Context: an optimization exercise on an open-source flow, tuned for small area. The choices shown serve that exercise and are no tape-out recipe.
Function was checked by simulation only, so behaviour that the tests miss may differ from the original.
No driver is modelled on the clock port, so clock power and skew are understated where the tree is cut down; a real chip needs a root buffer or a tree.
Power is estimated from default activity; no workload was simulated.

--- flow/run.sh ---
#!/bin/bash
# The standard layout (standard.sh) with these changes:
#  - synthesis is the standard flow's own script, except that the one ABC call that maps
#    the logic is run with several area-oriented ABC scripts (flow/abc_*.abc)
#    and the smallest result is kept (flow/abc_override.tcl), and adders are
#    left to ABC instead of being mapped to full/half-adder cells first;
#    registers are mapped before ABC, as in the standard synthesis;
#  - port buffers are the smallest buffer (buf_1);
#  - clock tree: small buffers without dummy loads.
set -euo pipefail
here=$(pwd)
export FLOW_DIR=$here
export FLOW_ABC_SCRIPTS="$(ls $here/flow/abc_*.abc | tr '\n' ' ')"
{ head -n 1 synth_recipe.tcl; cat flow/abc_override.tcl; tail -n +2 synth_recipe.tcl; } > flow_synth.tcl
bash standard.sh \
  SYNTH_SCRIPT=$here/flow_synth.tcl \
  ADDER_MAP_FILE= \
  "BUFFER_PORTS_ARGS=-buffer_cell sky130_fd_sc_hd__buf_1" \
  "CTS_ARGS=-sink_clustering_enable -repair_clock_nets -dont_use_dummy_load -buf_list sky130_fd_sc_hd__clkbuf_8" \
  finish > flow_standard.log 2>&1
--- flow/abc_a2.abc ---
&get -n
&st
&dch -f
&nf -R 1000
&put
--- flow/abc_b5.abc ---
strash
dch -f
amap
topo
--- flow/abc_d1.abc ---
strash
dch
amap
--- flow/abc_d3.abc ---
strash
balance
dch -f
amap
--- flow/abc_d4.abc ---
&get -n
&st
&dch
&nf -R 1000
&put
--- flow/abc_d6.abc ---
&get -n
&st
&dc2
&dch -f
&nf -R 1000
&put
--- flow/abc_d7.abc ---
strash
dch -f
amap -m
--- flow/abc_override.tcl ---
# ORFS maps the logic with one abc call. Run it once per script in
# FLOW_ABC_SCRIPTS (area-oriented ABC scripts) on the same design and keep the
# smallest result. Registers are mapped before this call and are not touched.
proc abc {args} {
  set si [expr {[lsearch -exact $args -script] + 1}]
  set statargs {}
  for {set j 0} {$j < [llength $args]} {incr j} {
    if {[lindex $args $j] eq "-liberty"} { lappend statargs -liberty [lindex $args [expr {$j + 1}]] }
  }
  yosys design -save flow_pre_abc
  set bestarea 1e18
  set best ""
  set k 0
  foreach sc $::env(FLOW_ABC_SCRIPTS) {
    yosys design -load flow_pre_abc
    if {$si > 0} { lset args $si $sc }
    yosys abc {*}$args
    set f $::env(FLOW_DIR)/abc_stat_$k.txt
    yosys tee -q -o $f stat {*}$statargs
    set fh [open $f]
    set txt [read $fh]
    close $fh
    set area 1e18
    foreach {m a} [regexp -all -inline {Chip area for module[^:]*:\s*([0-9.]+)} $txt] { set area $a }
    puts "flow: abc script [file tail $sc]: area $area"
    if {$area < $bestarea} {
      set bestarea $area
      set best $sc
      yosys design -save flow_best_abc
    }
    incr k
  }
  yosys design -load flow_best_abc
  puts "flow: kept abc script [file tail $best], area $bestarea"
}
--- flow/clock_tree.tcl ---
# Replace the clock tree built by CTS with FLOW_CLK_K buffers driven straight
# from the clock port, each driving one cluster of the clock sinks (k-means on
# the sink locations), placed at its cluster's centre.
set block [ord::get_db_block]
set clk_port_net [$block findNet i_clk]
set bufs {}
foreach inst [$block getInsts] {
  set m [[$inst getMaster] getName]
  if {[string match "sky130_fd_sc_hd__clkbuf_*" $m] && [string match "clkbuf_*" [$inst getName]]} {
    lappend bufs [$inst getName]
  }
}
puts "flow: removing clock tree buffers: $bufs"
if {[llength $bufs] > 0} { remove_buffers {*}$bufs }
set pts {}
foreach it [$clk_port_net getITerms] {
  set inst [$it getInst]
  set bb [$inst getBBox]
  set x [expr {([$bb xMin] + [$bb xMax]) / 2.0}]
  set y [expr {([$bb yMin] + [$bb yMax]) / 2.0}]
  lappend pts [list [$inst getName] [[$it getMTerm] getName] $x $y]
}
set k $::env(FLOW_CLK_K)
set n [llength $pts]
# initial centres: sinks spread by sorted x+y
set sorted [lsort -real -index 2 $pts]
set cs {}
for {set i 0} {$i < $k} {incr i} {
  set p [lindex $sorted [expr {int(($i + 0.5) * $n / $k)}]]
  lappend cs [list [lindex $p 2] [lindex $p 3]]
}
for {set iter 0} {$iter < 50} {incr iter} {
  set groups {}
  for {set i 0} {$i < $k} {incr i} { lappend groups {} }
  foreach p $pts {
    set best 0; set bd 1e30
    for {set i 0} {$i < $k} {incr i} {
      set c [lindex $cs $i]
      set d [expr {abs([lindex $p 2] - [lindex $c 0]) + abs([lindex $p 3] - [lindex $c 1])}]
      if {$d < $bd} { set bd $d; set best $i }
    }
    lset groups $best [concat [lindex $groups $best] [list $p]]
  }
  set cs {}
  foreach g $groups {
    set sx 0; set sy 0
    foreach p $g { set sx [expr {$sx + [lindex $p 2]}]; set sy [expr {$sy + [lindex $p 3]}] }
    set m [llength $g]
    if {$m == 0} { set m 1 }
    lappend cs [list [expr {$sx / $m}] [expr {$sy / $m}]]
  }
}
set dbu [$block getDbUnitsPerMicron]
for {set i 0} {$i < $k} {incr i} {
  set g [lindex $groups $i]
  if {[llength $g] == 0} continue
  set pins {}
  foreach p $g { lappend pins [get_pins "[lindex $p 0]/[lindex $p 1]"] }
  set c [lindex $cs $i]
  set cx [expr {[lindex $c 0] / $dbu}]; set cy [expr {[lindex $c 1] / $dbu}]
  set ib [insert_buffer -buffer_cell $::env(FLOW_CLK_BUF) -net i_clk -load_pins $pins -location [list $cx $cy] -buffer_name clkleaf_$i -net_name clkleaf_$i]
  set bi [$block findInst [get_full_name $ib]]
  puts "flow: buffer [$bi getName] [[$bi getMaster] getName] drives [llength $g] sinks at $cx $cy"
  foreach it [$bi getITerms] {
    if {[$it isOutputSignal]} { [$it getNet] setSigType CLOCK }
  }
}
$clk_port_net setSigType CLOCK
detailed_placement
check_placement -verbose
estimate_parasitics -placement
--- standard.sh ---
#!/bin/bash
# synth_recipe.tcl (not shown) runs the flow's synth.tcl, then flattens the netlist and writes it again
# the make line also repeats each setting of config.mk as NAME=value (left out here)
make -C /OpenROAD-flow-scripts/flow DESIGN_CONFIG=/design/flow/config.mk WORK_HOME=/design/flow/orfs CLKGATE_MAP_FILE= SYNTH_SCRIPT=/design/flow/synth_recipe.tcl "${@:-finish}"
--- config.mk ---
export PLATFORM = sky130hd
export DESIGN_NAME = Top_UART
export DESIGN_NICKNAME = Top_UART
export VERILOG_FILES = /design/flow/design.v
export SDC_FILE = /design/flow/constraint.sdc
export NUM_CORES = 4
export LEC_CHECK = 0
export CAP_MARGIN = 20
export CORE_MARGIN = 2
export CORE_UTILIZATION = 40
export SLEW_MARGIN = 20
--- constraint.sdc ---
create_clock -name core_clock -period 10.0 [get_ports {i_clk}]
set_input_delay 2.0000 -clock core_clock [delete_from_list [all_inputs] [get_ports {i_clk}]]
set_output_delay 2.0000 -clock core_clock [all_outputs]
set_load 0.01 [all_outputs]
--- design.v ---
`timescale 1ns / 1ps
module Top_UART(
    input wire i_clk,
    input wire i_reset,
    input wire i_rx,
    output wire o_tx,
    output wire [7:0] operando_A, operando_B
);
    reg [8:0] bcnt;
    wire tick = bcnt[0] & ~bcnt[2] & ~bcnt[5] & bcnt[6] & bcnt[7] & ~bcnt[8];
    always @(posedge i_clk)
        if (i_reset | tick) bcnt <= 9'd17;
        else                bcnt <= {~bcnt[7:0], bcnt[8] ^ bcnt[1]};
    reg        ridle;
    reg [3:0]  rt;
    reg [9:0]  rsn;
    wire rseg    = tick & (rt == 4'd15);
    wire rx_done = ~ridle & rseg & ~rsn[0] & i_rx;
    wire [7:0] rbyte = ~rsn[9:2];
    always @(posedge i_clk) begin
        if (i_reset)
            ridle <= 1'b1;
        else if (ridle) begin
            if (~i_rx) ridle <= 1'b0;
        end else if (rseg & ~rsn[0])
            ridle <= 1'b1;
    end
    always @(posedge i_clk) begin
        if (ridle) begin
            rt  <= 4'd8;
            rsn <= 10'b01_1111_1111;
        end else begin
            if (tick) rt <= rt + 4'd1;
            if (rseg) rsn <= {~i_rx, rsn[9:1]};
        end
    end
    reg [1:0] ist;           
    reg [7:0] ra, rb;
    always @(posedge i_clk)
        if (i_reset)      ist <= 2'd0;
        else if (rx_done) ist <= {ist[0], ~(ist[1] | ist[0])};
    wire [7:0] rdat = ~(rsn[9:2] | {8{i_reset}});
    always @(posedge i_clk) begin
        if (i_reset | (rx_done & (ist == 2'd0))) ra <= rdat;
        if (i_reset | (rx_done & (ist == 2'd1))) rb <= rdat;
    end
    assign operando_A = ra;
    assign operando_B = rb;
    wire load = rx_done & ist[1];
    reg [7:0] tc;
    wire [3:0] s = tc[7:4];
    wire pre = ~s[3] & s[2] & ~s[0];
    wire tadv = pre | (tick & (s[3] | s[2]));
    wire tend = (tc[3:0] == 4'd15);
    always @(posedge i_clk) begin
        if (load)      tc[3:0] <= 4'hE;
        else if (tadv) tc[3:0] <= tc[3:0] + 4'd1;
        if (i_reset)   tc[7:4] <= 4'd0;
        else if (load) tc[7:4] <= 4'd6;
        else if (tadv & tend) tc[7:4] <= tc[7:4] + 4'd1;
    end
    wire tseg = tick & tend;
    wire [5:0] o = rbyte[5:0];
    wire valid = o[5] & ~o[4] & ~(o[3] & (o[2] | o[1])) & ~(~o[3] & ~o[2] & o[0]);
    reg [2:0] opc;
    reg cy;
    wire [2:0] bi = s[2:0];
    wire p2 = opc[2], p1 = opc[1], p0 = opc[0];
    wire shift = (~p2 & p1 & p0 & cy) | (p2 & ~p1 & ~cy);
    wire [3:0] bidx = {1'b0, bi} + (shift ? {1'b0, ra[2:0]} : 4'd0);
    wire ovf = bidx[3] | (|ra[7:3]);
    wire a = ra[bi];
    wire b = rb[bidx[2:0]];
    wire sub = ~p2 & ~p1 & p0;
    wire bx = b ^ sub;
    wire sum = a ^ bx ^ cy;
    wire mj = (a & bx) | (a & cy) | (bx & cy);
    wire upd = ~p2 & ~p1;
    always @(posedge i_clk) begin
        if (load) begin
            opc <= o[3:1] | {3{~valid}};
            cy  <= o[0] | (~o[2] & o[1]);
        end else if (tseg & upd & s[3])
            cy <= mj;
    end
    wire shb = ovf ? (cy & rb[7]) : b;
    wire rbit = p2 ? (p1 ? 1'b1 : (cy ? ~mj : shb)) : (p1 ? (p0 ? (cy ? shb : sum) : mj) : sum);
    reg txr;
    always @(posedge i_clk)
        if (i_reset) txr <= 1'b0;
        else         txr <= s[3] ? rbit : ~s[0];
    assign o_tx = txr;
endmodule
==> results of run 1 <==
metal layers:
metal,vias to the layer above,share of wire,GRT usage,wire length (um)
li1,812,-,-,-
met1,735,0.51,0.211,2110
met2,32,0.44,0.230,1830
met3,7,0.040,0.0453,167
met4,0,0.011,0.0561,47
met5,-,0,0,0
critical path: cells and delay by family (launching register included):
family                 cells  cell delay [ps]
buffers and inverters      1              110
XOR/XNOR                   1              180
AO/OA/AOI/OAI              7             1240
flip-flops                 1              480
AND/OR/NAND/NOR            4              680
multiplexers               2              750
final cells by class:
class / instances / share of cell area
inverters: 3 / 0.00465
well taps: 70 / 0.0362
multi-input cells: 155 / 0.361
flip-flops and latches: 55 / 0.537
clock buffers: 5 / 0.0284
repair buffers: 20 / 0.0325
how the worst min path moves through the flow:
stage                 start       to  slack [ps]  depth (start not counted)
finish              bcnt[4]  bcnt[5]         360                          1
floorplan           bcnt[3]  bcnt[4]         340                          1
detailed placement  bcnt[3]  bcnt[4]         350                          1
CTS                 bcnt[4]  bcnt[5]         360                          1
global route        bcnt[4]  bcnt[5]         360                          1
global placement    bcnt[3]  bcnt[4]         350                          1
cells by family (layout without fill, tap and decap cells):
kind of cell,count (synthesis),in the layout,synth area share
and+or+nand+nor,95,95,0.197
DFF,55,55,0.595
AOI/OAI and AO/OA,45,45,0.116
xor gates and xnor gates,8,8,0.0320
muxes,6,6,0.0503
buffers and inverters,3,28,0.00515
adders and majority gates,1,1,0.00458
power by group:
part           internal, mW  switching, mW  leakage [nW]  total (mW)
clock                0.0452         0.0595        0.0359       0.105
sequential            0.240        0.00676         0.481       0.247
combinational       0.00821         0.0108         0.394      0.0191
cell usage in the layout, fill, tap and decap left out:
master,instances
nand4_1,1
mux2i_1,2
nand2_1,31
nor2b_1,1
or4_1,1
mux4_2,4
xor2_1,2
o22a_1,1
xnor2_1,6
clkinv_1,3
nor4_1,1
maj3_1,1
or3_1,2
and2_0,5
nor3_1,8
clkbuf_8,5
a211o_1,1
o21bai_1,2
and4_1,1
a21oi_1,24
a21boi_0,1
a21o_1,3
nand3_1,5
buf_4,1
a211oi_1,2
nor2_1,31
nand4b_1,1
and3_1,4
or2_0,2
nor4b_1,1
edfxtp_1,20
o21ai_0,11
dfxtp_1,35
buf_1,19
through the flow:
step,utilization,total power [mW]
after floorplan,-,0.263
after global placement,0.452,0.270
after detailed placement,0.452,0.271
after CTS,0.465,0.376
after global routing,0.465,0.391
final,0.465,0.370
sequential cells by signal (all words and copies together) (netlist names):
| name | cells |
|---|---|
| rsn | 10 |
| bcnt | 9 |
| ra | 8 |
| rb | 8 |
| tc | 8 |
| rt | 4 |
| opc | 3 |
| ist | 2 |
| cy | 1 |
| ridle | 1 |
| txr | 1 |
==> reports/qor.csv, run 1 <==
stage;metric;value;unit
power_and_ir_drop;LEAKAGE;0.911;nW
clocking;CTS resizes;0;
logic_synthesis;register area share after synthesis;0.595;
detailed_routing;DR vias/cell;5.15;
setup_path;crit-path cells;a21boi_0, a211oi_1, nand3_1, nand2_1, mux4_2, mux2i_1, xnor2_1, and2_0, clkinv_1, a21oi_1, o21ai_0, a21oi_1, o21ai_0, a21oi_1, nor2_1;
power_and_ir_drop;Max VDD drop;76.2;uV
placement;post-placement worst setup slack;6340;ps
global_routing;first-pass GRT wire length;7.32;mm
logic_synthesis;Post-Synthesis Cells;213;
placement;GPL Wtd Cong;0.748;
global_routing;Total GRT Usage;0.153;
detailed_routing;Routed Antenna Nets;0;
timing;RSZ-0062 raised after global routing;no;
setup_path;Worst setup EP type;flip-flop;
setup_path;Worst Setup EP;txr;
cells_and_area;non-filler instance count after layout;308;
global_routing;initial antenna violation count;0;
setup_path;Startpoint Class;flip-flop;
logic_synthesis;Post-synth EDFFs;20;
clocking;CTS tree;done;
setup_path;CP Class;reg2reg;
cells_and_area;sequential cell area;1300;um^2
detailed_routing;vias;1586;
setup_path;cell at the slowest stage of the critical path;mux4_2;
logic_synthesis;Synth Flop Type;dfxtp_1;
logic_synthesis;Area contributors post-synth;dfxtp_1, edfxtp_1, a21oi_1;
placement;Placed Area;2350;um^2
setup_path;worst path arrival time;3740;ps
clocking;CTS Buffer Depth;2;
logic_synthesis;Unique masters post-synth;31;
placement;PortBufs;19;
timing;Tmin final;3590;ps
cells_and_area;area occupied by multi-input gates;875;um^2
clocking;hold_buf cts;0;
placement;placed cell count;303;
setup_path;crit-path max cell delay;500;ps
timing;Max Transition Viols Final;0;
logic_synthesis;Yosys Warn Count;1;
timing;FMAX;279;MHz
clocking;worst-skew pair later-pin latency;300;ps
cells_and_area;n_diodes;0;
clocking;CTS Sinks;55;
logic_synthesis;Synth Area per Inst;10.3;um^2
logic_synthesis;count leader, synth;dfxtp_1;
placement;Detailed Place HPWL;3.09;mm
detailed_routing;initial DRC count;97;
timing;Final Cycle Share;0.359;
logic_synthesis;Seq cells post-synth;55;
cells_and_area;Final #Nets;243;
run_status;status;timing/DRC/antenna clean;
detailed_routing;Wirelength per Cell;13.5;um
clocking;Num CTS Buffers;5;
cells_and_area;cell area after layout;2420;um^2
power_and_ir_drop;power per cell area;153;nW/um^2
logic_synthesis;Yosys top cell by area;dfxtp_1;
setup_path;Crit path top cell by count;a21oi_1;
setup_path;Reg2Reg Launch Point;cy;
logic_synthesis;syn_nets;216;
timing;post-route setup slack;6410;ps
die;Starting Density;0.420;
die;Die Width;77.9;um
hold_path;min-delay worst type;reg2reg;
setup_path;Crit path required time;10160;ps
global_routing;pin count of the biggest net entering global routing;24;
timing;final hold violations;0;
setup_path;R2R Path End;txr;
setup_path;crit path max fanout;9;
logic_synthesis;Synth top area share;0.320;
clocking;clock slew at reported path FFs;90;ps
global_routing;grt ovf;0;
flow_run;MaxCap Viol Count;0;
timing;worst slew pin tran;933;ps
timing;worst relative slew slack;0.378;
setup_path;Critical Path Start;cy;
clocking;root buffer cell;clkbuf_8;
setup_path;Worst R2R Path Depth;15;
die;chip height;77.9;um
timing;Final Skew;18.7;ps
die;site row count;26;
die;CORE AREA;5200;um^2
clocking;CTS H-tree depth;2;
setup_path;register-to-register setup slack;6410;ps
timing;setup TNS;0;ps
die;Ports;20;
cells_and_area;synth-to-layout area growth;10.8;%
cells_and_area;share of layout cells above drive strength 1;0.0420;
logic_synthesis;Synth top cells by count;dfxtp_1, nand2_1, nor2_1;
cells_and_area;Fillers;514;
detailed_routing;wire length after detailed routing;4.16;mm
die;DIE AREA;6080;um^2
logic_synthesis;Cell Area, Synth;2190;um^2
logic_synthesis;share of flip-flops with an asynchronous set or reset;0;
detailed_routing;router iterations before antenna repair;4;
timing;Hold WS;358;ps
global_routing;vias in the first global route;1511;
timing;Setup Viol. Count Final;0;
clocking;Post-CTS Repair Setup Buffers;0;
detailed_routing;DRC Markers;0;
==> run 2: changes to the inputs <==
--- a/flow/run.sh
+++ b/flow/run.sh
@@ -6,10 +6,13 @@
 #    left to ABC instead of being mapped to full/half-adder cells first;
 #    registers are mapped before ABC, as in the standard synthesis;
 #  - port buffers are the smallest buffer (buf_1);
-#  - clock tree: small buffers without dummy loads.
+#  - after CTS, its tree is replaced by 4 clkbuf_8 driven straight from the
+#    clock port, each driving one cluster of flip-flops (flow/clock_tree.tcl).
 set -euo pipefail
 here=$(pwd)
 export FLOW_DIR=$here
+export FLOW_CLK_K=4
+export FLOW_CLK_BUF=sky130_fd_sc_hd__clkbuf_8
 export FLOW_ABC_SCRIPTS="$(ls $here/flow/abc_*.abc | tr '\n' ' ')"
 { head -n 1 synth_recipe.tcl; cat flow/abc_override.tcl; tail -n +2 synth_recipe.tcl; } > flow_synth.tcl
 bash standard.sh \
@@ -17,4 +20,5 @@
   ADDER_MAP_FILE= \
   "BUFFER_PORTS_ARGS=-buffer_cell sky130_fd_sc_hd__buf_1" \
   "CTS_ARGS=-sink_clustering_enable -repair_clock_nets -dont_use_dummy_load -buf_list sky130_fd_sc_hd__clkbuf_8" \
+  POST_CTS_TCL=$here/flow/clock_tree.tcl \
   finish > flow_standard.log 2>&1
==> run 2 against run 1 <==
Net effect: still clean; clock power is 16% lower; first-iteration DRC count grew 100%; sequential power is essentially flat; utilization decreased by 0.26 points; critical endpoint unchanged.
==> reports/qor.csv, run 2 <==
stage;metric;value;unit;change
setup_path;CP bufs+invs;1;;unchanged
setup_path;crit path max fanout;9;;unchanged
timing;Setup Viol. Count Final;0;;unchanged
logic_synthesis;Yosys Warn Count;1;;unchanged
logic_synthesis;Adder-Cell Fraction of Synth Area;0.00458;;unchanged
cells_and_area;max FFs per register;10;;unchanged
timing;worst relative slew slack;0.365;;-0.0130
power_and_ir_drop;power per cell area;147;nW/um^2;-3.9%
global_routing;first-pass GRT wire length;7.23;mm;-1.2%
placement;Detailed Place HPWL;3.09;mm;unchanged
setup_path;Critical Path Start;cy;;
logic_synthesis;Synth Area in Simple Gates;0.197;;unchanged
cells_and_area;non-filler instance count after layout;307;;-0.32%
setup_path;Crit path top cell by count;a21oi_1;;
setup_path;R2R Path End;txr;;
setup_path;CP top delay family;compound AO/OA/AOI/OAI gates;;
setup_path;register-to-register setup slack;6440;ps;+30 ps
detailed_routing;Wirelength per Cell;13.8;um;+2.2%
flow_run;MaxCap Viol Count;0;;unchanged
logic_synthesis;mux contribution to synthesized area;0.0503;;unchanged
setup_path;worst path arrival time;3580;ps;-160 ps
detailed_routing;router iterations before antenna repair;6;;+2
logic_synthesis;share of flip-flops with an asynchronous set or reset;0;;unchanged
die;CORE AREA;5200;um^2;unchanged
setup_path;Worst R2R Path Depth;15;;unchanged
logic_synthesis;largest family of logic cells by synthesized area;simple AND/OR/NAND/NOR gates;;
cells_and_area;Fillers;518;;+0.78%
detailed_routing;top layer in use;met4;;
setup_path;CP Class;reg2reg;;
logic_synthesis;Synth Flop Type;dfxtp_1;;
clocking;clock slew at reported path FFs;110;ps;+20 ps
timing;Tmin final;3560;ps;-26.1 ps
setup_path;Critical Path Stages;15;;unchanged
die;Die Width;77.9;um;unchanged
logic_synthesis;Yosys top cell by area;dfxtp_1;;
logic_synthesis;Synth Area in XOR/XNOR;0.0320;;unchanged
logic_synthesis;Synth Area per Inst;10.3;um^2;unchanged
global_routing;pin count of the biggest net entering global routing;24;;unchanged
timing;FMAX;281;MHz;+0.73%
detailed_routing;initial DRC count;195;;+100%
die;DIE AREA;6080;um^2;unchanged
cells_and_area;synth-to-layout area growth;10.1;%;
placement;PortBufs;19;;unchanged
logic_synthesis;count leader, synth;dfxtp_1;;
global_routing;vias in the first global route;1491;;-1.3%
detailed_routing;routed length on met2;1.93;mm;+5.3%
logic_synthesis;register area share after synthesis;0.595;;unchanged
timing;setup TNS;0;ps;unchanged
detailed_routing;wl on met1;1.91;mm;-9.3%
logic_synthesis;Post-synth EDFFs;20;;unchanged
global_routing;grt ovf;0;;unchanged
cells_and_area;Biggest register;rsn;;
detailed_routing;wire length on met3;320;um;+92%
logic_synthesis;Unique masters post-synth;31;;unchanged
setup_path;Worst Setup EP;txr;;
logic_synthesis;Area contributors post-synth;dfxtp_1, edfxtp_1, a21oi_1;;
logic_synthesis;Synth top cells by count;dfxtp_1, nand2_1, nor2_1;;
timing;Max Transition Viols Final;0;;unchanged
die;Ports;20;;unchanged
logic_synthesis;Post-Synthesis Cells;213;;unchanged
timing;final hold violations;0;;unchanged
timing;RSZ-0062 raised after global routing;no;;
run_status;status;timing/DRC/antenna clean;;
cells_and_area;share of layout cells above drive strength 1;0.0380;;-0.00404
logic_synthesis;post-synthesis compound-gate area fraction;0.116;;unchanged
cells_and_area;Final #Nets;242;;-0.41%
hold_path;min-delay worst type;reg2reg;;
placement;placed cell count;303;;unchanged
logic_synthesis;syn_nets;216;;unchanged
cells_and_area;Top Registers;rsn (10), bcnt (9);;
detailed_routing;wire length after detailed routing;4.24;mm;+1.9%
timing;worst slew pin tran;953;ps;+19.5 ps
global_routing;Total GRT Usage;0.175;;+0.0213
logic_synthesis;Seq cells post-synth;55;;unchanged
setup_path;Startpoint Class;flip-flop;;
detailed_routing;vias;1664;;+4.9%
cells_and_area;commonest non-fill, non-tap cell in the layout;dfxtp_1;;
detailed_routing;DRC Markers;0;;unchanged
die;chip height;77.9;um;unchanged
power_and_ir_drop;Max VDD drop;93.4;uV;+23%
cells_and_area;n_diodes;0;;unchanged
global_routing;initial antenna violation count;0;;unchanged
logic_synthesis;Synth top area share;0.320;;unchanged
setup_path;cell at the slowest stage of the critical path;mux4_2;;
detailed_routing;Routed Antenna Nets;0;;unchanged
clocking;worst-skew pair later-pin latency;160;ps;-140 ps
cells_and_area;most frequent cells in the layout;dfxtp_1, nand2_1, nor2_1;;
timing;Final Skew;38.9;ps;+20.2 ps
clocking;CTS Sinks;55;;unchanged
setup_path;crit-path max cell delay;500;ps;about the same
detailed_routing;DR vias/cell;5.42;;+5.3%
setup_path;crit-path cells;a21boi_0, a211oi_1, nand3_1, nand2_1, mux4_2, mux2i_1, xnor2_1, and2_0, clkinv_1, a21oi_1, o21ai_0, a21oi_1, o21ai_0, a21oi_1, nor2_1;;
setup_path;Crit path required time;10020;ps;-140 ps
setup_path;Reg2Reg Launch Point;cy;;
die;Starting Density;0.420;;unchanged
timing;Final Cycle Share;0.356;;-0.00261
die;site row count;26;;unchanged
logic_synthesis;Cell Area, Synth;2190;um^2;unchanged
power_and_ir_drop;LEAKAGE;0.903;nW;-0.79%
placement;GPL Wtd Cong;0.748;;unchanged
setup_path;Worst setup EP type;flip-flop;;
==> run 2: power by group <==
group	total [mW]	switching, mW	internal, mW
combinational	0.0191	0.0109	0.00821
sequential	0.247	0.00677	0.240
clock	0.0882	0.0514	0.0367
total	0.354	0.0691	0.285
==> run 2: worst min-delay path by stage <==
stage | start | to | slack (ps) | cells past startpoint
floorplan | bcnt[3] | bcnt[4] | 340 | 1
global placement | bcnt[3] | bcnt[4] | 350 | 1
detailed placement | bcnt[3] | bcnt[4] | 350 | 1
global route | bcnt[3] | bcnt[4] | 390 | 1
finish | bcnt[3] | bcnt[4] | 370 | 1
==> run 2: stage by stage <==
stage	util	hold WS [ps]	power, mW	setup slack (ps)	instance area, um^2
floorplan	-	343	0.263	6890	2190
global placement	0.452	347	0.270	6430	2350
detailed placement	0.452	353	0.271	6340	2350
global route	0.463	393	0.369	5980	2410
finish	0.463	375	0.354	6440	2410
==> run 2: logic make-up (layout without fill, tap and decap cells) <==
family,after synthesis,count (layout)
XOR/XNOR,8,8
AND/OR/NAND/NOR,95,95
buffers and inverters,3,27
AO/OA/AOI/OAI,45,45
flip-flops,55,55
multiplexers,6,6
adder cells (fa/ha/maj),1,1
==> run 2: per-layer routing <==
layer	global-route usage	vias up
li1	-	812
met1	0.253	784
met2	0.260	59
met3	0.0407	9
met4	0.0526	0
met5	0	-
==> run 2: layout make-up, without the clock buffers <==
type | instances | area, um^2 | share of cell area
Sequential cell | 55 | 1300 | 0.540
Multi-Input combinational cell | 155 | 875 | 0.363
Tap cell | 70 | 87.6 | 0.0364
Timing Repair Buffer | 20 | 78.8 | 0.0327
Inverter | 3 | 11.3 | 0.00468
==> run 3: changes to the inputs <==
--- a/flow/run.sh
+++ b/flow/run.sh
@@ -7,7 +7,7 @@
 #    registers are mapped before ABC, as in the standard synthesis;
 #  - port buffers are the smallest buffer (buf_1);
 #  - after CTS, its tree is replaced by 4 clkbuf_8 driven straight from the
-#    clock port, each driving one cluster of flip-flops (flow/clock_tree.tcl).
+#    clock port, each driving one balanced cluster of flip-flops (flow/clock_tree.tcl).
 set -euo pipefail
 here=$(pwd)
 export FLOW_DIR=$here
==> flow/abc_e4.abc (new file) <==
strash
ifraig
dch
amap
==> flow/abc_e7.abc (new file) <==
strash
refactor
rewrite
dch
amap
==> flow/abc_g4.abc (new file) <==
&get -n
&st
&syn2
&deepsyn -T 20 -S 3
&put
strash
dch
amap
==> flow/abc_h1.abc (new file) <==
&get -n
&st
&syn2
&deepsyn -T 20 -S 1
&put
strash
dch
amap
==> flow/abc_h2.abc (new file) <==
&get -n
&st
&syn2
&deepsyn -T 20 -S 2
&put
strash
dch
amap
==> flow/abc_h4.abc (new file) <==
&get -n
&st
&syn2
&deepsyn -T 20 -S 4
&put
strash
dch
amap
==> flow/abc_i2.abc (new file) <==
&get -n
&st
&syn2
&deepsyn -T 20 -S 2
&dch
&nf -R 1000
&put
==> flow/abc_i3.abc (new file) <==
&get -n
&st
&syn2
&deepsyn -T 20 -S 3
&dch
&nf -R 1000
&put
--- a/flow/clock_tree.tcl
+++ b/flow/clock_tree.tcl
@@ -1,6 +1,6 @@
 # Replace the clock tree built by CTS with FLOW_CLK_K buffers driven straight
 # from the clock port, each driving one cluster of the clock sinks (k-means on
-# the sink locations), placed at its cluster's centre.
+# the sink locations, balanced), placed at its cluster's centre.
 set block [ord::get_db_block]
 set clk_port_net [$block findNet i_clk]
 set bufs {}
@@ -29,17 +29,35 @@
   set p [lindex $sorted [expr {int(($i + 0.5) * $n / $k)}]]
   lappend cs [list [lindex $p 2] [lindex $p 3]]
 }
+# k-means with balanced clusters: each cluster takes at most ceil(n/k) sinks;
+# sinks are assigned in order of how much they prefer their nearest centre
+set cap [expr {($n + $k - 1) / $k}]
 for {set iter 0} {$iter < 50} {incr iter} {
-  set groups {}
-  for {set i 0} {$i < $k} {incr i} { lappend groups {} }
+  set order {}
   foreach p $pts {
-    set best 0; set bd 1e30
+    set ds {}
     for {set i 0} {$i < $k} {incr i} {
       set c [lindex $cs $i]
-      set d [expr {abs([lindex $p 2] - [lindex $c 0]) + abs([lindex $p 3] - [lindex $c 1])}]
-      if {$d < $bd} { set bd $d; set best $i }
+      lappend ds [list $i [expr {abs([lindex $p 2] - [lindex $c 0]) + abs([lindex $p 3] - [lindex $c 1])}]]
     }
-    lset groups $best [concat [lindex $groups $best] [list $p]]
+    set ds [lsort -real -index 1 $ds]
+    set regret [expr {[llength $ds] > 1 ? [lindex $ds 1 1] - [lindex $ds 0 1] : 0}]
+    lappend order [list $regret $p $ds]
+  }
+  set order [lsort -real -decreasing -index 0 $order]
+  set groups {}
+  set cnt {}
+  for {set i 0} {$i < $k} {incr i} { lappend groups {}; lappend cnt 0 }
+  foreach e $order {
+    set p [lindex $e 1]
+    foreach d [lindex $e 2] {
+      set i [lindex $d 0]
+      if {[lindex $cnt $i] < $cap} {
+        lset groups $i [concat [lindex $groups $i] [list $p]]
+        lset cnt $i [expr {[lindex $cnt $i] + 1}]
+        break
+      }
+    }
   }
   set cs {}
   foreach g $groups {
==> run 3 against run 2 <==
Net effect: register-to-register slack improved by 130 ps; clock power fell by 2.3%; largest cell class unchanged; sequential cell count stayed put; highest routed layer unchanged; critical path depth rose by 2; cell area shrank 0.73%; largest power group unchanged; sequential power about the same.
==> reports/qor.csv, run 3 <==
stage;metric;value;unit;change
cells_and_area;Biggest register;rsn;;
die;Die Width;77.5;um;-0.55%
timing;Final Skew;7.60;ps;-31.3 ps
cells_and_area;Fillers;521;;+0.58%
logic_synthesis;Synth Flop Type;dfxtp_1;;
global_routing;initial antenna violation count;0;;unchanged
global_routing;grt ovf;0;;unchanged
logic_synthesis;Synth Area per Inst;9.74;um^2;-5.2%
cells_and_area;synth-to-layout area growth;10.6;%;
logic_synthesis;Yosys top cell by area;dfxtp_1;;
detailed_routing;vias;1635;;-1.7%
placement;placed cell count;313;;+3.3%
logic_synthesis;share of flip-flops with an asynchronous set or reset;0;;unchanged
placement;PortBufs;19;;unchanged
cells_and_area;share of layout cells above drive strength 1;0.0243;;-0.0137
logic_synthesis;Post-Synthesis Cells;222;;+4.2%
power_and_ir_drop;Max VDD drop;104;uV;+12%
global_routing;first-pass GRT wire length;7.00;mm;-3.2%
detailed_routing;router iterations before antenna repair;4;;-2
logic_synthesis;Yosys Warn Count;1;;unchanged
setup_path;crit path max fanout;5;;-4
timing;worst relative slew slack;0.553;;+0.188
setup_path;CP Class;reg2reg;;
die;DIE AREA;6010;um^2;-1.1%
timing;FMAX;291;MHz;+3.8%
power_and_ir_drop;Reg power frac;0.702;;+0.005
detailed_routing;initial DRC count;151;;-23%
detailed_routing;Wirelength per Cell;13.1;um;-4.9%
logic_synthesis;Cell Area, Synth;2160;um^2;-1.1%
global_routing;vias in the first global route;1490;;-0.067%
timing;RSZ-0062 raised after global routing;no;;
die;chip height;77.5;um;-0.55%
timing;final hold violations;0;;unchanged
power_and_ir_drop;Net Sw Power;0.0663;mW;-4.0%
logic_synthesis;Unique masters post-synth;29;;-6.5%
setup_path;worst path arrival time;3470;ps;-110 ps
detailed_routing;DR vias/cell;5.16;;-4.8%
global_routing;Total GRT Usage;0.169;;-0.00577
cells_and_area;non-filler instance count after layout;317;;+3.3%
logic_synthesis;Synth top area share;0.324;;+0.00371
setup_path;Crit path required time;10040;ps;+20 ps
timing;Setup Viol. Count Final;0;;unchanged
clocking;worst-skew pair later-pin latency;150;ps;about the same
detailed_routing;Routed Antenna Nets;0;;unchanged
power_and_ir_drop;LEAKAGE;0.799;nW;-12%
setup_path;Startpoint Class;flip-flop;;
logic_synthesis;count leader, synth;nor2_1;;
placement;GPL Wtd Cong;0.805;;+7.6%
logic_synthesis;Post-synth EDFFs;20;;unchanged
cells_and_area;most frequent cells in the layout;nor2_1, dfxtp_1, clkinv_1;;
cells_and_area;commonest non-fill, non-tap cell in the layout;nor2_1;;
logic_synthesis;Seq cells post-synth;55;;unchanged
clocking;CTS Sinks;55;;unchanged
run_status;status;timing/DRC/antenna clean;;
cells_and_area;max FFs per register;10;;unchanged
die;Starting Density;0.418;;-0.00220
logic_synthesis;register area share after synthesis;0.602;;+0.00689
clocking;clock slew at reported path FFs;80;ps;-30 ps
die;site row count;26;;unchanged
cells_and_area;Top Registers;rsn (10), bcnt (9);;
placement;Detailed Place HPWL;3.11;mm;+0.42%
power_and_ir_drop;clock power share;0.247;;-0.002
logic_synthesis;Synth top cells by count;nor2_1, dfxtp_1, clkinv_1;;
logic_synthesis;syn_nets;225;;+4.2%
power_and_ir_drop;Pint;0.283;mW;-0.73%
power_and_ir_drop;power per cell area;146;nW/um^2;-0.65%
setup_path;Worst setup EP type;flip-flop;;
flow_run;MaxCap Viol Count;0;;unchanged
power_and_ir_drop;Sw Share;0.190;;-0.00525
timing;Max Transition Viols Final;0;;unchanged
hold_path;min-delay worst type;reg2reg;;
detailed_routing;DRC Markers;0;;unchanged
die;Ports;20;;unchanged
global_routing;pin count of the biggest net entering global routing;19;;-21%
cells_and_area;Final #Nets;252;;+4.1%
timing;setup TNS;0;ps;unchanged
logic_synthesis;Area contributors post-synth;dfxtp_1, edfxtp_1, nor2_1;;
die;CORE AREA;5170;um^2;-0.62%
timing;Final Cycle Share;0.343;;-0.0129
timing;worst slew pin tran;666;ps;-287 ps
power_and_ir_drop;Logic pwr share;0.051;;-0.003
detailed_routing;wire length after detailed routing;4.16;mm;-1.8%
cells_and_area;n_diodes;0;;unchanged
timing;Tmin final;3430;ps;-129 ps
==> run 3: cell types whose count changed in the layout (fill, tap and decap cells not counted), sizes merged, moves of 3 or more <==
| cell | delta |
|---|---|
| a21oi | -18 |
| clkinv | +18 |
| nor2 | +16 |
| nand2 | -14 |
| o22a | +9 |
| o22ai | +9 |
| xnor2 | -6 |
| mux4 | -4 |
| a221oi | +3 |
| a31oi | +3 |
| nand3 | -3 |
| o221ai | +3 |
==> run 3: worst max-delay path: stages (launching register included) <==
cell and delay, ps:
edfxtp_1 390, clkinv_1 110, nand2_1 130, o221ai_1 220
nor2b_1 210, nor2_1 50, a21oi_1 310, clkinv_1 200
o22ai_1 210, o22ai_1 80, o21ai_0 340, o21ai_0 200
nor2_1 180, o21ai_0 130, o22a_1 190, o2111a_1 220
nor2_1 90, nor2_1 40
==> run 3: cell type report, without the clock buffers <==
type | instances | area [um^2] | area share
inverter | 21 | 78.8 | 0.0330
timing repair buffer | 21 | 86.3 | 0.0361
multi-input combinational | 146 | 782 | 0.327
sequential | 55 | 1300 | 0.544
tap | 70 | 87.6 | 0.0366
==> run 3: worst paths after layout <==
check               start      end  slack, ps  cells after the start
setup / recovery   opc[2]      txr       6570                     17
hold / removal    bcnt[3]  bcnt[4]        370                      1
setup reg to reg   opc[2]      txr       6570                     17
hold reg to reg   bcnt[3]  bcnt[4]        370                      1
==> run 3: logic make-up after synthesis <==
logic type	count (synthesis)	synth area share
AO/OA/AOI/OAI	58	0.186
buffers and inverters	21	0.0365
flip-flops	55	0.602
AND/OR/NAND/NOR	88	0.175
==> run 3: metrics by stage <==
step	hold WS [ps]	worst slack [ps]	area, um^2	utilization	total power, mW
final	370	6570	2390	0.462	0.349
after global routing	400	6050	2390	0.462	0.365
after detailed placement	353	6480	2340	0.452	0.268
after global placement	352	6440	2340	0.452	0.268
after floorplan	343	6890	2160	-	0.260
==> run 3: power groups by stage <==
stage	combinational (mW)	clock (mW)	sequential [mW]
finish	0.0179	0.0862	0.245
global route	0.0208	0.0980	0.246
detailed placement	0.0180	0	0.250
global placement	0.0178	0	0.250
floorplan	0.0105	0	0.250
==> run 3: per-layer routing <==
metal | part of all wire | routed length (um) | GRT usage
met2 | 0.46 | 1910 | 0.270
met5 | 0 | 0 | 0
met3 | 0.054 | 226 | 0.0407
met1 | 0.48 | 1990 | 0.236
met4 | 0.0082 | 34 | 0.0321
==> run 4: changes to the inputs <==
--- a/config.mk
+++ b/config.mk
@@ -8,4 +8,5 @@
 export CAP_MARGIN = 20
 export CORE_MARGIN = 2
 export CORE_UTILIZATION = 40
+export GPL_TIMING_DRIVEN = 0
 export SLEW_MARGIN = 20
==> run 4 against run 3 <==
Net effect: still clean; sequential share of layout area rose by 0.34 points; power rose by 0.38%; register-to-register slack got worse by 150 ps; critical path depth did not move; wire length did not move; utilization fell by 0.29 points; die area did not move; sequential cell count did not move; combinational power fell by 3%; cell area fell by 0.63%; clock skew rose by 1.3 ps; largest power group unchanged.
==> reports/qor.csv, run 4 <==
stage;metric;value;unit;change
clocking;worst-skew pair later-pin latency;150;ps;about the same
cells_and_area;n_diodes;0;;unchanged
run_status;status;timing/DRC/antenna clean;;
placement;placed cell count;311;;-0.64%
logic_synthesis;Synth Area per Inst;9.74;um^2;unchanged
placement;PortBufs;19;;unchanged
setup_path;Startpoint Class;flip-flop;;
logic_synthesis;Unique masters post-synth;29;;unchanged
cells_and_area;most frequent cells in the layout;nor2_1, dfxtp_1, clkinv_1;;
power_and_ir_drop;power per cell area;147;nW/um^2;+1.0%
die;Die Width;77.5;um;unchanged
global_routing;pin count of the biggest net entering global routing;19;;unchanged
cells_and_area;commonest non-fill, non-tap cell in the layout;nor2_1;;
cells_and_area;synth-to-layout area growth;9.90;%;
clocking;clock slew at reported path FFs;90;ps;about the same
die;DIE AREA;6010;um^2;unchanged
die;Starting Density;0.418;;unchanged
global_routing;grt ovf;0;;unchanged
placement;Detailed Place HPWL;3.12;mm;+0.33%
logic_synthesis;syn_nets;225;;unchanged
detailed_routing;Wirelength per Cell;13.2;um;+0.63%
detailed_routing;vias;1660;;+1.5%
setup_path;crit path max fanout;5;;unchanged
cells_and_area;Util after Layout;0.459;;-0.00290
timing;final hold violations;0;;unchanged
placement;post-placement worst setup slack;6180;ps;-295 ps
setup_path;CP Class;reg2reg;;
timing;Final Cycle Share;0.358;;+0.0148
timing;Max Transition Viols Final;0;;unchanged
detailed_routing;DR vias/cell;5.27;;+2.2%
placement;GPL Wtd Cong;0.872;;+8.3%
logic_synthesis;Synth Flop Type;dfxtp_1;;
timing;worst slew pin tran;841;ps;+175 ps
die;Ports;20;;unchanged
timing;worst relative slew slack;0.440;;-0.113
setup_path;Worst setup EP type;flip-flop;;
logic_synthesis;count leader, synth;nor2_1;;
logic_synthesis;Yosys Warn Count;1;;unchanged
die;site row count;26;;unchanged
logic_synthesis;Area contributors post-synth;dfxtp_1, edfxtp_1, nor2_1;;
cells_and_area;share of layout cells above drive strength 1;0.0163;;-0.00796
global_routing;initial antenna violation count;0;;unchanged
detailed_routing;DRC Markers;0;;unchanged
die;CORE AREA;5170;um^2;unchanged
timing;post-route setup slack;6420;ps;-148 ps
cells_and_area;Final #Nets;250;;-0.79%
timing;RSZ-0062 raised after global routing;no;;
power_and_ir_drop;Max VDD drop;82.3;uV;-21%
timing;Final Skew;8.94;ps;+1.34 ps
logic_synthesis;Synth top cells by count;nor2_1, dfxtp_1, clkinv_1;;
detailed_routing;wire length after detailed routing;4.16;mm;unchanged
global_routing;vias in the first global route;1391;;-6.6%
logic_synthesis;Yosys top cell by area;dfxtp_1;;
cells_and_area;Biggest register;rsn;;
timing;setup TNS;0;ps;unchanged
logic_synthesis;Cell Area, Synth;2160;um^2;unchanged
logic_synthesis;Synth top area share;0.324;;unchanged
cells_and_area;max FFs per register;10;;unchanged
timing;FMAX;279;MHz;-4.1%
flow_run;MaxCap Viol Count;0;;unchanged
detailed_routing;initial DRC count;143;;-5.3%
setup_path;register-to-register setup slack;6420;ps;-150 ps
setup_path;worst path arrival time;3590;ps;+120 ps
timing;Setup Viol. Count Final;0;;unchanged
global_routing;Total GRT Usage;0.168;;-0.000666
logic_synthesis;register area share after synthesis;0.602;;unchanged
cells_and_area;Top Registers;rsn (10), bcnt (9);;
detailed_routing;Routed Antenna Nets;0;;unchanged
cells_and_area;non-filler instance count after layout;315;;-0.63%
timing;Tmin final;3580;ps;+148 ps
power_and_ir_drop;LEAKAGE;0.789;nW;-1.3%
detailed_routing;router iterations before antenna repair;7;;+3
die;chip height;77.5;um;unchanged
logic_synthesis;Seq cells post-synth;55;;unchanged
global_routing;first-pass GRT wire length;6.68;mm;-4.6%
setup_path;Crit path required time;10010;ps;-30 ps
logic_synthesis;Post-Synthesis Cells;222;;unchanged
logic_synthesis;Post-synth EDFFs;20;;unchanged
hold_path;min-delay worst type;reg2reg;;
logic_synthesis;share of flip-flops with an asynchronous set or reset;0;;unchanged
clocking;CTS Sinks;55;;unchanged
power_and_ir_drop;Pwr Total;0.350;mW;+0.38%
-- run 4: cell counts after synthesis --
Identical to the previous run, type by type.
-- run 4: final cells by class, without the clock buffers --
| class | count | area (um^2) |
|---|---|---|
| fill | 498 | 2800 |
| tap | 70 | 87.6 |
| inverter | 21 | 78.8 |
| sequential | 55 | 1300 |
| multi-input combinational | 146 | 782 |
| timing repair buffer | 19 | 71.3 |
-- run 4: kinds of logic (layout without fill, tap and decap cells) --
logic type,count (synthesis),in the layout,synth area share
compound gates,58,58,0.186
buf+inv,21,44,0.0365
flops,55,55,0.602
simple gates,88,88,0.175
-- run 4: path summary, 6_finish.rpt --
path	start	to	cells after the start
max	opc[2]	txr	17
min	bcnt[3]	bcnt[4]	1
max reg2reg	opc[2]	txr	17
min reg2reg	bcnt[3]	bcnt[4]	1
-- run 4: metrics by stage --
step / hold WS, ps / instance area, um^2
3_5_place_dp: 351 / 2320
3_3_place_gp: 348 / 2320
5_1_grt: 386 / 2380
2_1_floorplan: 343 / 2160
6_report: 366 / 2380
-- run 4: power breakdown --
| group | switching (mW) | total (mW) | internal (mW) |
|---|---|---|---|
| logic | 0.0109 | 0.0173 | 0.00645 |
| clock network | 0.0514 | 0.0881 | 0.0367 |
| registers | 0.00572 | 0.245 | 0.239 |
-- run 4: routing by layer --
layer	track usage	vias up	wire [um]
met5	0	-	0
met2	0.239	38	1890
met3	0.0360	4	172
met4	0.0429	0	38
met1	0.259	766	2050
li1	-	852	-
-- run 4: critical path: stages (launching register included) --
cell      delay, ps
edfxtp_1        410
clkinv_1        130
nand2_1         120
o221ai_1        220
nor2b_1         200
nor2_1           50
a21oi_1         340
clkinv_1        230
o22ai_1         210
o22ai_1         100
o21ai_0         340
o21ai_0         200
nor2_1          180
o21ai_0         150
o22a_1          200
o2111a_1        230
nor2_1           80
nor2_1           40
==> run 5: changes to the inputs <==
--- a/design.v
+++ b/design.v
@@ -34,32 +34,30 @@
             if (rseg) rsn <= {~i_rx, rsn[9:1]};
         end
     end
-    reg [1:0] ist;           
+    reg [3:0] ts, tt;
+    wire [3:0] s = ts;
+    wire loada = rx_done & ~ts[2] & ~ts[1];
+    wire loadb = rx_done & ts[1];
+    wire load  = rx_done & ts[2];
+    wire pre   = ~ts[3] & ts[2] & ts[1] & ~ts[0];
+    wire tadv  = pre | (tick & (ts[3] | (ts[2] & ts[1])));
+    wire tend  = (tt == 4'd15);
+    always @(posedge i_clk) begin
+        if (load)      tt <= 4'hE;
+        else if (tadv) tt <= tt + 4'd1;
+        if (i_reset)   ts <= 4'd0;
+        else if (rx_done)     ts <= ts + 4'd2;
+        else if (tadv & tend) ts <= ts + 4'd1;
+    end
+    wire tseg = tick & tend;
     reg [7:0] ra, rb;
-    always @(posedge i_clk)
-        if (i_reset)      ist <= 2'd0;
-        else if (rx_done) ist <= {ist[0], ~(ist[1] | ist[0])};
     wire [7:0] rdat = ~(rsn[9:2] | {8{i_reset}});
     always @(posedge i_clk) begin
-        if (i_reset | (rx_done & (ist == 2'd0))) ra <= rdat;
-        if (i_reset | (rx_done & (ist == 2'd1))) rb <= rdat;
+        if (i_reset | loada) ra <= rdat;
+        if (i_reset | loadb) rb <= rdat;
     end
     assign operando_A = ra;
     assign operando_B = rb;
-    wire load = rx_done & ist[1];
-    reg [7:0] tc;
-    wire [3:0] s = tc[7:4];
-    wire pre = ~s[3] & s[2] & ~s[0];
-    wire tadv = pre | (tick & (s[3] | s[2]));
-    wire tend = (tc[3:0] == 4'd15);
-    always @(posedge i_clk) begin
-        if (load)      tc[3:0] <= 4'hE;
-        else if (tadv) tc[3:0] <= tc[3:0] + 4'd1;
-        if (i_reset)   tc[7:4] <= 4'd0;
-        else if (load) tc[7:4] <= 4'd6;
-        else if (tadv & tend) tc[7:4] <= tc[7:4] + 4'd1;
-    end
-    wire tseg = tick & tend;
     wire [5:0] o = rbyte[5:0];
     wire valid = o[5] & ~o[4] & ~(o[3] & (o[2] | o[1])) & ~(~o[3] & ~o[2] & o[0]);
     reg [2:0] opc;
==> run 5 against run 4 <==
Net effect: sequential power decreased by 3%; fmax decreased by 4.2%; cell area decreased by 2.1%; synthesized area decreased by 2.3%; register-to-register slack improved by 20 ps; setup slack got worse by 160 ps; utilization decreased by 0.39 points.
==> reports/qor.csv, run 5 <==
stage;metric;value;unit;change
cells_and_area;most frequent cells in the layout;nor2_1, dfxtp_1, clkinv_1;;
logic_synthesis;Post-synth EDFFs;20;;unchanged
logic_synthesis;Synth top area share;0.313;;-0.0113
flow_run;MaxCap Viol Count;0;;unchanged
power_and_ir_drop;Max VDD drop;92.9;uV;+13%
detailed_routing;Wirelength per Cell;14.2;um;+7.7%
setup_path;R2R Path End;cy;;
logic_synthesis;Post-Synthesis Cells;216;;-2.7%
placement;Detailed Place HPWL;3.22;mm;+3.3%
die;Ports;20;;unchanged
hold_path;min-delay worst type;reg2reg;;
cells_and_area;sequential cell area;1260;um^2;-3.1%
setup_path;crit-path cells;buf_1, clkinv_1, o21ai_1;;
setup_path;register-to-register setup slack;6440;ps;+20 ps
cells_and_area;n_diodes;0;;unchanged
cells_and_area;Util after Layout;0.455;;-0.00395
timing;setup TNS;0;ps;unchanged
timing;Final Skew;8.93;ps;-0.0130 ps
logic_synthesis;Synth Area per Inst;9.78;um^2;+0.40%
setup_path;crit path max fanout;18;;+13
placement;PortBufs;19;;unchanged
global_routing;first-pass GRT wire length;7.39;mm;+11%
logic_synthesis;Synth top cells by count;nor2_1, dfxtp_1, clkinv_1;;
global_routing;pin count of the biggest net entering global routing;19;;unchanged
logic_synthesis;register area share after synthesis;0.597;;-0.00470
power_and_ir_drop;clock power share;0.255;;+0.003
global_routing;grt ovf;0;;unchanged
power_and_ir_drop;Sw Share;0.197;;+0.00280
cells_and_area;Top Registers;rsn (10), bcnt (9);;
setup_path;Crit path required time;9770;ps;-240 ps
detailed_routing;wire length after detailed routing;4.40;mm;+5.7%
power_and_ir_drop;power per cell area;147;nW/um^2;-0.55%
timing;Tmin final;3740;ps;+155 ps
detailed_routing;initial DRC count;136;;-4.9%
timing;Setup Viol. Count Final;0;;unchanged
setup_path;worst path arrival time;3510;ps;-80 ps
setup_path;CP Class;in2reg;;
logic_synthesis;count leader, synth;nor2_1;;
power_and_ir_drop;LEAKAGE;0.794;nW;+0.62%
timing;final hold violations;0;;unchanged
detailed_routing;DRC Markers;0;;unchanged
detailed_routing;router iterations before antenna repair;5;;-2
timing;worst slew pin tran;896;ps;+55.2 ps
die;Die Width;76.7;um;-1.1%
power_and_ir_drop;Logic pwr share;0.051;;+0.002
power_and_ir_drop;Reg power frac;0.694;;-0.005
cells_and_area;max FFs per register;10;;unchanged
setup_path;Reg2Reg Launch Point;ts[0];;
setup_path;Startpoint Class;primary input;;
timing;Hold WS;382;ps;+15.8 ps
timing;RSZ-0062 raised after global routing;no;;
global_routing;Total GRT Usage;0.184;;+0.0161
setup_path;Worst setup EP type;flip-flop;;
logic_synthesis;Area contributors post-synth;dfxtp_1, edfxtp_1, nor2_1;;
power_and_ir_drop;Pint;0.274;mW;-3.0%
cells_and_area;Fillers;516;;+3.6%
cells_and_area;Biggest register;rsn;;
setup_path;CP top delay family;buffers and inverters;;
hold_path;hold endpoint;bcnt[4];;
logic_synthesis;syn_nets;219;;-2.7%
clocking;clock slew at reported path FFs;80;ps;about the same
timing;worst relative slew slack;0.403;;-0.0368
global_routing;vias in the first global route;1492;;+7.3%
timing;Max Transition Viols Final;0;;unchanged
cells_and_area;commonest non-fill, non-tap cell in the layout;nor2_1;;
logic_synthesis;Yosys Warn Count;1;;unchanged
run_status;status;timing/DRC/antenna clean;;
setup_path;Worst R2R Path Depth;16;;-1
setup_path;crit-path max cell delay;650;ps;+240 ps
power_and_ir_drop;Net Sw Power;0.0671;mW;-1.2%
cells_and_area;share of layout cells above drive strength 1;0.0167;;+0.000410
die;site row count;26;;unchanged
cells_and_area;area occupied by multi-input gates;768;um^2;-1.8%
detailed_routing;vias;1650;;-0.60%
die;DIE AREA;5880;um^2;-2.2%
global_routing;initial antenna violation count;0;;unchanged
timing;Final Cycle Share;0.374;;+0.0155
placement;post-placement worst setup slack;6110;ps;-65.6 ps
detailed_routing;DR vias/cell;5.34;;+1.3%
timing;post-route setup slack;6260;ps;-155 ps
cells_and_area;synth-to-layout area growth;10.1;%;
detailed_routing;Routed Antenna Nets;0;;unchanged
logic_synthesis;Synth Flop Type;dfxtp_1;;
hold_path;worst hold path depth;1;;unchanged
logic_synthesis;Yosys top cell by area;dfxtp_1;;
die;CORE AREA;5110;um^2;-1.3%
placement;GPL Wtd Cong;0.764;;-12%
logic_synthesis;Seq cells post-synth;53;;-3.6%
die;Starting Density;0.414;;-0.00447
clocking;CTS Sinks;53;;-3.6%
setup_path;CP bufs+invs;2;;unchanged
hold_path;hold wc startpoint;bcnt[3];;
clocking;worst-skew pair later-pin latency;140;ps;about the same
cells_and_area;Final #Nets;244;;-2.4%
logic_synthesis;share of flip-flops with an asynchronous set or reset;0;;unchanged
cells_and_area;non-filler instance count after layout;309;;-1.9%
placement;placed cell count;305;;-1.9%
die;chip height;76.7;um;-1.1%
logic_synthesis;Unique masters post-synth;30;;+3.4%
logic_synthesis;Cell Area, Synth;2110;um^2;-2.3%
timing;FMAX;268;MHz;-4.2%
setup_path;cell at the slowest stage of the critical path;buf_1;;
## run 5: kinds of logic (layout without fill, tap and decap cells)
kind of cell | count (synthesis) | in the layout | share of synthesized area
AOI/OAI and AO/OA | 53 | 53 | 0.183
DFF | 53 | 53 | 0.597
and+or+nand+nor | 88 | 88 | 0.181
buffers and inverters | 22 | 45 | 0.0391
## run 5: power groups by stage
stage               sequential, mW  clock, mW  combinational (mW)
floorplan                    0.241          0              0.0102
global placement             0.242          0              0.0173
detailed placement           0.242          0              0.0176
global route                 0.238     0.0979              0.0201
finish                       0.237     0.0869              0.0173
## run 5: worst max path at each step
stage	start	endpoint	slack, ps	cells past startpoint
6_report	i_reset	rb[7]	6260	3
5_1_grt	ts[0]	txr	5980	19
3_5_place_dp	i_reset	ra[5]	6110	3
3_3_place_gp	i_reset	rb[5]	6070	3
2_1_floorplan	i_rx	ra[0]	6840	2
## run 5: layout make-up, without the clock buffers
class | count | area share
sequential | 53 | 0.542
inverter | 22 | 0.0355
multi-input combinational | 141 | 0.330
timing repair buffer | 19 | 0.0307
tap | 70 | 0.0377
## run 5: through the flow
step | cell area [um^2] | power, mW
after floorplan | 2110 | 0.252
after global placement | 2270 | 0.259
after detailed placement | 2270 | 0.259
after global routing | 2330 | 0.356
final | 2330 | 0.341
## run 5: layer usage
layer	wire [um]	up-vias	track usage
li1	-	833	-
met5	0	-	0
met3	256	3	0.0353
met2	2070	45	0.288
met4	57	0	0.0545
met1	2010	769	0.261
==> run 6: changes to the inputs <==
==> flow/abc_h5.abc (new file) <==
&get -n
&st
&syn2
&deepsyn -T 20 -S 5
&put
strash
dch
amap
==> flow/abc_h6.abc (new file) <==
&get -n
&st
&syn2
&deepsyn -T 20 -S 6
&put
strash
dch
amap
==> flow/abc_h7.abc (new file) <==
&get -n
&st
&syn2
&deepsyn -T 20 -S 7
&put
strash
dch
amap
==> flow/abc_j3.abc (new file) <==
&get -n
&st
&syn2
&deepsyn -T 60 -S 3
&put
strash
dch
amap
==> flow/abc_k10.abc (new file) <==
&get -n
&st
&syn2
&deepsyn -T 20 -S 10
&put
strash
dch
amap
==> flow/abc_k11.abc (new file) <==
&get -n
&st
&syn2
&deepsyn -T 20 -S 11
&put
strash
dch
amap
==> flow/abc_k8.abc (new file) <==
&get -n
&st
&syn2
&deepsyn -T 20 -S 8
&put
strash
dch
amap
==> flow/abc_k9.abc (new file) <==
&get -n
&st
&syn2
&deepsyn -T 20 -S 9
&put
strash
dch
amap
==> run 6 against run 5 <==
Net effect: synthesized area down 0.30%; via count rose by 0.48%; sequential power decreased by 2%; first-iteration DRC count up 2.2%; synthesized cell count rose by 1.9%; register-to-register slack gained 30 ps; wire length shrank 4.2%; critical path depth rose by 14; largest power group unchanged; hold slack got worse by 10 ps; global-route usage down 0.14 points; critical endpoint is now txr; combinational power fell by 17%.
==> reports/qor.csv, run 6 <==
stage;metric;value;unit;change
run_status;status;timing/DRC/antenna clean;;
cells_and_area;Fillers;514;;-0.39%
logic_synthesis;Yosys top cell by area;dfxtp_1;;
global_routing;GR peak layer;met2;;
setup_path;CP Class;reg2reg;;
detailed_routing;initial DRC count;139;;+2.2%
logic_synthesis;syn_nets;223;;+1.8%
die;Die Width;76.6;um;-0.14%
global_routing;vias in the first global route;1487;;-0.34%
setup_path;crit path max fanout;5;;-13
detailed_routing;DR vias/cell;5.30;;-0.80%
setup_path;register-to-register setup slack;6470;ps;+30 ps
logic_synthesis;share of flip-flops with an asynchronous set or reset;0;;unchanged
setup_path;Reg2Reg Launch Point;opc[1];;
setup_path;R2R Path End;txr;;
power_and_ir_drop;Max VDD drop;112;uV;+20%
cells_and_area;synth-to-layout area growth;10.2;%;about the same
cells_and_area;share of layout cells above drive strength 1;0.0165;;-0.000275
timing;Final Cycle Share;0.353;;-0.0207
cells_and_area;most frequent cells in the layout;nor2_1, dfxtp_1, edfxtp_1;;
placement;Detailed Place HPWL;3.10;mm;-3.8%
global_routing;grt met3 use;0.0355;;+0.000251
clocking;CTS Sinks;53;;unchanged
logic_synthesis;Area contributors post-synth;dfxtp_1, edfxtp_1, nor2_1;;
cells_and_area;commonest non-fill, non-tap cell in the layout;nor2_1;;
cells_and_area;Final #Nets;248;;+1.6%
timing;Tmin final;3530;ps;-207 ps
setup_path;Worst R2R Path Depth;17;;+1
hold_path;min-delay worst type;reg2reg;;
flow_run;MaxCap Viol Count;0;;unchanged
cells_and_area;Top Registers;rsn (10), bcnt (9);;
global_routing;M1 GR Usage;0.245;;-0.0165
cells_and_area;Util after Layout;0.454;;-0.00122
detailed_routing;router iterations before antenna repair;5;;unchanged
power_and_ir_drop;power per cell area;145;nW/um^2;-1.1%
setup_path;Worst Setup EP;txr;;
die;site row count;26;;unchanged
logic_synthesis;Synth Area per Inst;9.57;um^2;-2.1%
timing;worst slew pin tran;769;ps;-127 ps
die;chip height;76.6;um;-0.14%
cells_and_area;n_diodes;0;;unchanged
global_routing;pin count of the biggest net entering global routing;17;;-2
die;CORE AREA;5110;um^2;unchanged
placement;GPL Wtd Cong;0.801;;+4.9%
power_and_ir_drop;LEAKAGE;0.809;nW;+1.9%
setup_path;Startpoint Class;flip-flop;;
logic_synthesis;Post-synth EDFFs;20;;unchanged
placement;PortBufs;19;;unchanged
die;Starting Density;0.412;;-0.00122
die;DIE AREA;5860;um^2;-0.29%
logic_synthesis;Yosys Warn Count;1;;unchanged
logic_synthesis;Seq cells post-synth;53;;unchanged
timing;setup TNS;0;ps;unchanged
detailed_routing;Routed Antenna Nets;0;;unchanged
logic_synthesis;count leader, synth;nor2_1;;
global_routing;initial antenna violation count;0;;unchanged
setup_path;Crit path required time;10010;ps;+240 ps
logic_synthesis;Post-Synthesis Cells;220;;+1.9%
timing;RSZ-0062 raised after global routing;no;;
logic_synthesis;Unique masters post-synth;28;;-6.7%
logic_synthesis;Cell Area, Synth;2110;um^2;-0.30%
logic_synthesis;Synth Flop Type;dfxtp_1;;
timing;FMAX;283;MHz;+5.9%
setup_path;worst path arrival time;3530;ps;+20 ps
cells_and_area;max FFs per register;10;;unchanged
timing;Setup Viol. Count Final;0;;unchanged
detailed_routing;DRC Markers;0;;unchanged
clocking;clock slew at reported path FFs;90;ps;about the same
cells_and_area;Biggest register;rsn;;
timing;worst relative slew slack;0.484;;+0.0814
global_routing;grt ovf;0;;unchanged
global_routing;GR Layer Usage met2;0.294;;+0.00609
global_routing;first-pass GRT wire length;7.05;mm;-4.6%
logic_synthesis;Synth top area share;0.314;;+0.000929
global_routing;Total GRT Usage;0.183;;-0.00135
clocking;worst-skew pair later-pin latency;150;ps;about the same
setup_path;Worst setup EP type;flip-flop;;
timing;Max Transition Viols Final;0;;unchanged
timing;Final Skew;7.98;ps;-0.949 ps
detailed_routing;Wirelength per Cell;13.5;um;-5.4%
timing;final hold violations;0;;unchanged
setup_path;Critical Path Start;opc[1];;
detailed_routing;wire length after detailed routing;4.21;mm;-4.2%
die;Ports;20;;unchanged
logic_synthesis;Synth top cells by count;nor2_1, dfxtp_1, edfxtp_1;;
logic_synthesis;register area share after synthesis;0.599;;+0.00177
detailed_routing;vias;1658;;+0.48%
run 6: cell count changes after synthesis, moves of 3 or more:
cell,change
clkinv_1,-3
o21ai_0,+4
nor2_1,+7
o2111ai_1,-3
o22ai_1,+3
nand3_1,-3
run 6: worst min path at each step:
stage / start / endpoint / cells after the start / slack [ps]
after floorplan: bcnt[3] / bcnt[4] / 1 / 340
after global placement: bcnt[3] / bcnt[4] / 1 / 350
after detailed placement: bcnt[3] / bcnt[4] / 1 / 350
after global routing: bcnt[3] / bcnt[4] / 1 / 400
final: bcnt[3] / bcnt[4] / 1 / 370
run 6: routing by layer:
layer | part of all wire | vias to the layer above
met5 | 0 | -
met4 | 0.018 | 0
met3 | 0.049 | 8
met2 | 0.46 | 45
met1 | 0.47 | 765
li1 | - | 840
run 6: area by class of cell, without the clock buffers:
type                       count  area [um^2]  area share
tap                           70         87.6      0.0378
inverter                      19         71.3      0.0307
sequential                    53         1260       0.544
timing repair buffer          19         71.3      0.0307
multi-input combinational    148          773       0.333
run 6: report_power, final:
part           switching (mW)  internal (mW)  total, mW
Combinational         0.00976        0.00459     0.0144
Sequential            0.00386          0.229      0.233
Clock                  0.0526         0.0368     0.0894
Total                  0.0663          0.270      0.336
run 6: through the flow:
step	power (mW)	hold WS, ps	cells	area (um^2)	worst slack [ps]
after floorplan	0.246	343	220	2110	6840
after global placement	0.252	347	309	2260	6170
after detailed placement	0.252	353	309	2260	6330
after global routing	0.351	403	313	2320	5970
final	0.336	372	313	2320	6470
run 6: critical path, cell delays in order (launching register included):
cell and delay [ps]:
edfxtp_1 370, clkinv_1 130, nand2_1 150, o221ai_1 210, nor2_1 170, nor2_1 50
a21oi_1 320, clkinv_1 210, o22ai_1 200, nor2_1 60, o32ai_1 450, o21ai_0 180
nor2_1 200, o21ai_0 150, o311ai_0 300, a21oi_1 120, nor2_1 90, nor2_1 40
run 6: cell families (layout without fill, tap and decap cells):
| family | count (synthesis) | after routing | synth area share |
|---|---|---|---|
| and+or+nand+nor | 94 | 94 | 0.191 |
| AOI/OAI and AO/OA | 54 | 54 | 0.176 |
| DFF | 53 | 53 | 0.599 |
| buffers and inverters | 19 | 42 | 0.0339 |

## afterwards: timing with drivers on the ports
No port has a modelled driver above. Below, the same layouts with a new extraction and two added sets of constraints. Step 1: set_driving_cell puts a clkbuf_16 on i_clk and a buf_2 on each other input, an assumption about the parent block. Step 2 times the ports against the registers' clock, not the clock port: input delays grow and output delays shrink by t, the midpoint of the rising clock arrivals with the driver on. a / b / c = no drivers / after step 1 / after step 2; a / b = the first two.
| run | t (ns) | setup slack, ns | clock arrival spread, ns | slew at the worst register clock pin (ns) | worst data-port slew with drivers (ns) |
|---|---|---|---|---|---|
| run 1 | 0.315 | 6.413 / 6.413 / 6.389 | 0.018 / 0.019 | 0.09 / 0.09 | 0.03 |
| run 2 | 0.199 | 6.439 / 6.439 / 6.373 | 0.039 / 0.039 | 0.11 / 0.11 | 0.03 |
| run 3 | 0.194 | 6.568 / 6.568 / 6.568 | 0.008 / 0.008 | 0.08 / 0.08 | 0.03 |
| run 4 | 0.195 | 6.420 / 6.420 / 6.257 | 0.009 / 0.008 | 0.09 / 0.09 | 0.03 |
| run 5 | 0.194 | 6.265 / 6.289 / 6.095 | 0.009 / 0.009 | 0.08 / 0.08 | 0.03 |
| run 6 | 0.193 | 6.472 / 6.472 / 6.365 | 0.008 / 0.008 | 0.09 / 0.09 | 0.03 |
After both steps setup and hold are still met in every run listed. For run 5, which loses most, drivers alone change the setup slack by +0.024 ns; drivers and shift together by -0.170 ns.
